Source: an optimization exercise on an open RTL-to-GDS flow (aim: small area). Production flows keep margins and buffers that such runs may drop. In this exercise RTL edits were held to simulation tests only and were not proved equivalent to the original. No driver is modelled on the clock port, so clocking that relies on it looks cheaper here than on a real chip. No activity file was given, so power comes from the tool's default toggle rates.

==> flow/design.v (excerpt) <==
module qam_mapper #(
	parameter B = 8
)(
	input	wire				aclk,
	input	wire				reset,
	input wire	[7:0]		carrier_control,
	input	wire	[B-1: 0]	s_data_in,
	input	wire				s_dvalid,
	output reg				s_dready,
	output wire	[31: 0]	m_data_out,
	input	wire				m_dready,
	output reg				m_dvalid,
	output wire				m_dlast,
	output wire	[9 : 0]	m_symbol_index
	);
Size: about 410 cells after synthesis, ~160 flip-flops, ~65 I/O pins, about 6100 um2 of cells after synthesis.
Settings: LEC_CHECK=0, ABC_AREA=1, CAP_MARGIN=20, CORE_MARGIN=2, CORE_UTILIZATION=40, SLEW_MARGIN=20; clock period 14.0 ns.
standard.sh (not shown) runs the stock make flow with config.mk's settings and CLKGATE_MAP_FILE= SYNTH_SCRIPT=/design/flow/synth_recipe.tcl, a recipe that flattens the netlist after the stock synthesis.
==> flow/flow/run.sh <==
#!/bin/bash
set -euo pipefail
rm -rf scripts_area
cp -r "$FLOW_HOME/scripts" scripts_area
cp flow/abc_area.script scripts_area/abc_area.script
bash standard.sh \
  "SCRIPTS_DIR=$PWD/scripts_area" \
  "ADDER_MAP_FILE=" \
  "BUFFER_PORTS_ARGS=-buffer_cell sky130_fd_sc_hd__buf_1" \
  "CTS_ARGS=-sink_clustering_enable -repair_clock_nets -dont_use_dummy_load -buf_list sky130_fd_sc_hd__clkbuf_4" \
  "POST_CTS_TCL=$PWD/flow/post_cts.tcl" "POST_CTS_SLEW_NS=0.112" \
  finish > standard.log 2>&1
==> flow/flow/abc_area.script <==
strash
dch -f
amap
strash
dch -f
amap
topo
==> flow/flow/post_cts.tcl <==
# Sourced by ORFS's cts.tcl after CTS (POST_CTS_TCL). CTS builds the tree from
# clkbuf_4 cells. While some clock buffer's loads would see a slew above
# POST_CTS_SLEW_NS, the buffer whose loads see the slowest slew is swapped for
# the next larger clkbuf; then the placement is legalized again.
proc load_slew {inst} {
  set worst 0.0
  foreach opin [get_pins -of_objects $inst -filter "direction == output"] {
    foreach net [get_nets -of_objects $opin] {
      foreach p [get_pins -of_objects $net -filter "direction == input"] {
        foreach e {rise fall} {
          set s [get_property $p slew_max_$e]
          if {[string is double -strict $s] && $s > $worst} { set worst $s }
        }
      }
    }
  }
  return $worst
}
set next(sky130_fd_sc_hd__clkbuf_4) sky130_fd_sc_hd__clkbuf_8
set next(sky130_fd_sc_hd__clkbuf_8) sky130_fd_sc_hd__clkbuf_16
set upsized 0
for {set iter 0} {$iter < 40} {incr iter} {
  estimate_parasitics -placement
  set worst_inst ""
  set worst 0.0
  foreach inst [get_cells *] {
    set ref [get_property $inst ref_name]
    if {![info exists next($ref)]} { continue }
    set s [load_slew $inst]
    if {$s > $worst} { set worst $s; set worst_inst $inst }
  }
  if {$worst_inst eq "" || $worst <= $::env(POST_CTS_SLEW_NS)} { break }
  set ref [get_property $worst_inst ref_name]
  puts "post_cts: [get_full_name $worst_inst] ($ref) worst load slew $worst, upsized"
  replace_cell $worst_inst $next($ref)
  incr upsized
}
puts "post_cts: upsized $upsized times; worst load slew now $worst"
if {$upsized > 0} {
  detailed_placement
  check_placement -verbose
  estimate_parasitics -placement
}
Then changed:
--- a/flow/flow/post_cts.tcl
+++ b/flow/flow/post_cts.tcl
@@ -1,5 +1,5 @@
 # Sourced by ORFS's cts.tcl after CTS (POST_CTS_TCL). CTS builds the tree from
 # clkbuf_4 cells. While some clock buffer's loads would see a slew above
-# POST_CTS_SLEW_NS, the buffer whose loads see the slowest slew is swapped for
+# POST_CTS_SLEW_NS, the CTS buffer whose loads see the slowest slew is swapped for
 # the next larger clkbuf; then the placement is legalized again.
 proc load_slew {inst} {
@@ -27,4 +27,5 @@
     set ref [get_property $inst ref_name]
     if {![info exists next($ref)]} { continue }
+    if {![string match clkbuf_* [get_full_name $inst]]} { continue }
     set s [load_slew $inst]
     if {$s > $worst} { set worst $s; set worst_inst $inst }
--- a/flow/config.mk
+++ b/flow/config.mk
@@ -7,6 +7,6 @@
 export LEC_CHECK = 0
 export ABC_AREA = 1
-export CAP_MARGIN = 20
+export CAP_MARGIN = 0
 export CORE_MARGIN = 2
 export CORE_UTILIZATION = 40
-export SLEW_MARGIN = 20
+export SLEW_MARGIN = 0
Effect: The new run completed with no timing, DRC or antenna violations; clock power hardly moves; global-route usage hardly moves; non-clock buffer count stays the same; clock-buffer cell count is unchanged; wire length goes up by 0.55%; critical path depth does not change.
Then changed:
--- a/flow/flow/post_cts.tcl
+++ b/flow/flow/post_cts.tcl
@@ -1,5 +1,5 @@
 # Sourced by ORFS's cts.tcl after CTS (POST_CTS_TCL). CTS builds the tree from
 # clkbuf_4 cells. While some clock buffer's loads would see a slew above
-# POST_CTS_SLEW_NS, the CTS buffer whose loads see the slowest slew is swapped for
+# POST_CTS_SLEW_NS, the buffer whose loads see the slowest slew is swapped for
 # the next larger clkbuf; then the placement is legalized again.
 proc load_slew {inst} {
@@ -27,5 +27,4 @@
     set ref [get_property $inst ref_name]
     if {![info exists next($ref)]} { continue }
-    if {![string match clkbuf_* [get_full_name $inst]]} { continue }
     set s [load_slew $inst]
     if {$s > $worst} { set worst $s; set worst_inst $inst }
--- a/flow/config.mk
+++ b/flow/config.mk
@@ -7,6 +7,6 @@
 export LEC_CHECK = 0
 export ABC_AREA = 1
-export CAP_MARGIN = 0
+export CAP_MARGIN = 20
 export CORE_MARGIN = 2
-export CORE_UTILIZATION = 40
-export SLEW_MARGIN = 0
+export CORE_UTILIZATION = 75
+export SLEW_MARGIN = 20
After rerunning: The new run completed without violations. Die area fell by 45%. Via count rises by 5.3%. Count of clock-buffer cells in the layout is unchanged. Worst setup slack gets worse by 0.057 ns.
Then changed:
--- a/flow/flow/post_cts.tcl
+++ b/flow/flow/post_cts.tcl
@@ -1,5 +1,5 @@
 # Sourced by ORFS's cts.tcl after CTS (POST_CTS_TCL). CTS builds the tree from
 # clkbuf_4 cells. While some clock buffer's loads would see a slew above
-# POST_CTS_SLEW_NS, the buffer whose loads see the slowest slew is swapped for
+# POST_CTS_SLEW_NS, the CTS buffer whose loads see the slowest slew is swapped for
 # the next larger clkbuf; then the placement is legalized again.
 proc load_slew {inst} {
@@ -27,4 +27,5 @@
     set ref [get_property $inst ref_name]
     if {![info exists next($ref)]} { continue }
+    if {![string match clkbuf_* [get_full_name $inst]]} { continue }
     set s [load_slew $inst]
     if {$s > $worst} { set worst $s; set worst_inst $inst }
--- a/flow/config.mk
+++ b/flow/config.mk
@@ -9,4 +9,4 @@
 export CAP_MARGIN = 20
 export CORE_MARGIN = 2
-export CORE_UTILIZATION = 75
+export CORE_UTILIZATION = 40
 export SLEW_MARGIN = 20
The changed run finished clean; global-route usage drops by 15 points; fmax climbs by about 1.3%; clock skew drops by 0.012 ns; worst hold slack gets worse by 0.0080 ns; design area climbs by 1.8%; count of clock-buffer cells in the layout does not change; area after synthesis is unchanged; wire length climbs by 1.6%; sequential share of layout area drops by 1.2 points.
Then changed:
==> flow/flow/run.sh (replaced) <==
#!/bin/bash
set -euo pipefail
bash standard.sh \
  "BUFFER_PORTS_ARGS=-buffer_cell sky130_fd_sc_hd__buf_1" \
  "CTS_ARGS=-sink_clustering_enable -repair_clock_nets -dont_use_dummy_load -buf_list sky130_fd_sc_hd__clkbuf_8" \
  finish > standard.log 2>&1
removed: flow/flow/abc_area.script
removed: flow/flow/post_cts.tcl
After rerunning: Routed wire length grows by 0.42%; sequential cell count does not change; total power rose by 8.5%; hold slack is better by 0.011 ns; die area increases by 9.5%.

-- static timing again, ports no longer ideal --
In the flow no input, the clock included, has a driving cell. The finished layouts below were timed again as built, in two steps. Step 1, drivers: a clkbuf_16 drives aclk and a buf_2 each remaining input, both assumed. Step 2 moves the port delays by t, midway between the first and last clock arrival at a register: inputs arrive t later, outputs are due t later. That takes back most of the time a late clock gives input paths. a / b / c = ideal / step 1 / step 2; a / b = the first two.
run | t, ns | slack for setup (ns) | hold slack, ns | worst data-port slew with drivers (ns)
the first run | 0.395 | 9.226 / 9.186 / 9.302 | 0.403 / 0.403 / 0.403 | 0.03
the second run | 0.396 | 9.223 / 9.184 / 9.302 | 0.403 / 0.403 / 0.403 | 0.03
the third run | 0.382 | 9.166 / 9.127 / 9.333 | 0.411 / 0.411 / 0.411 | 0.03
the fourth run | 0.395 | 9.226 / 9.186 / 9.302 | 0.403 / 0.403 / 0.403 | 0.03
the fifth run | 0.473 | 9.295 / 9.260 / 9.339 | 0.414 / 0.414 / 0.414 | 0.03
After both steps setup and hold are still met in every run listed.
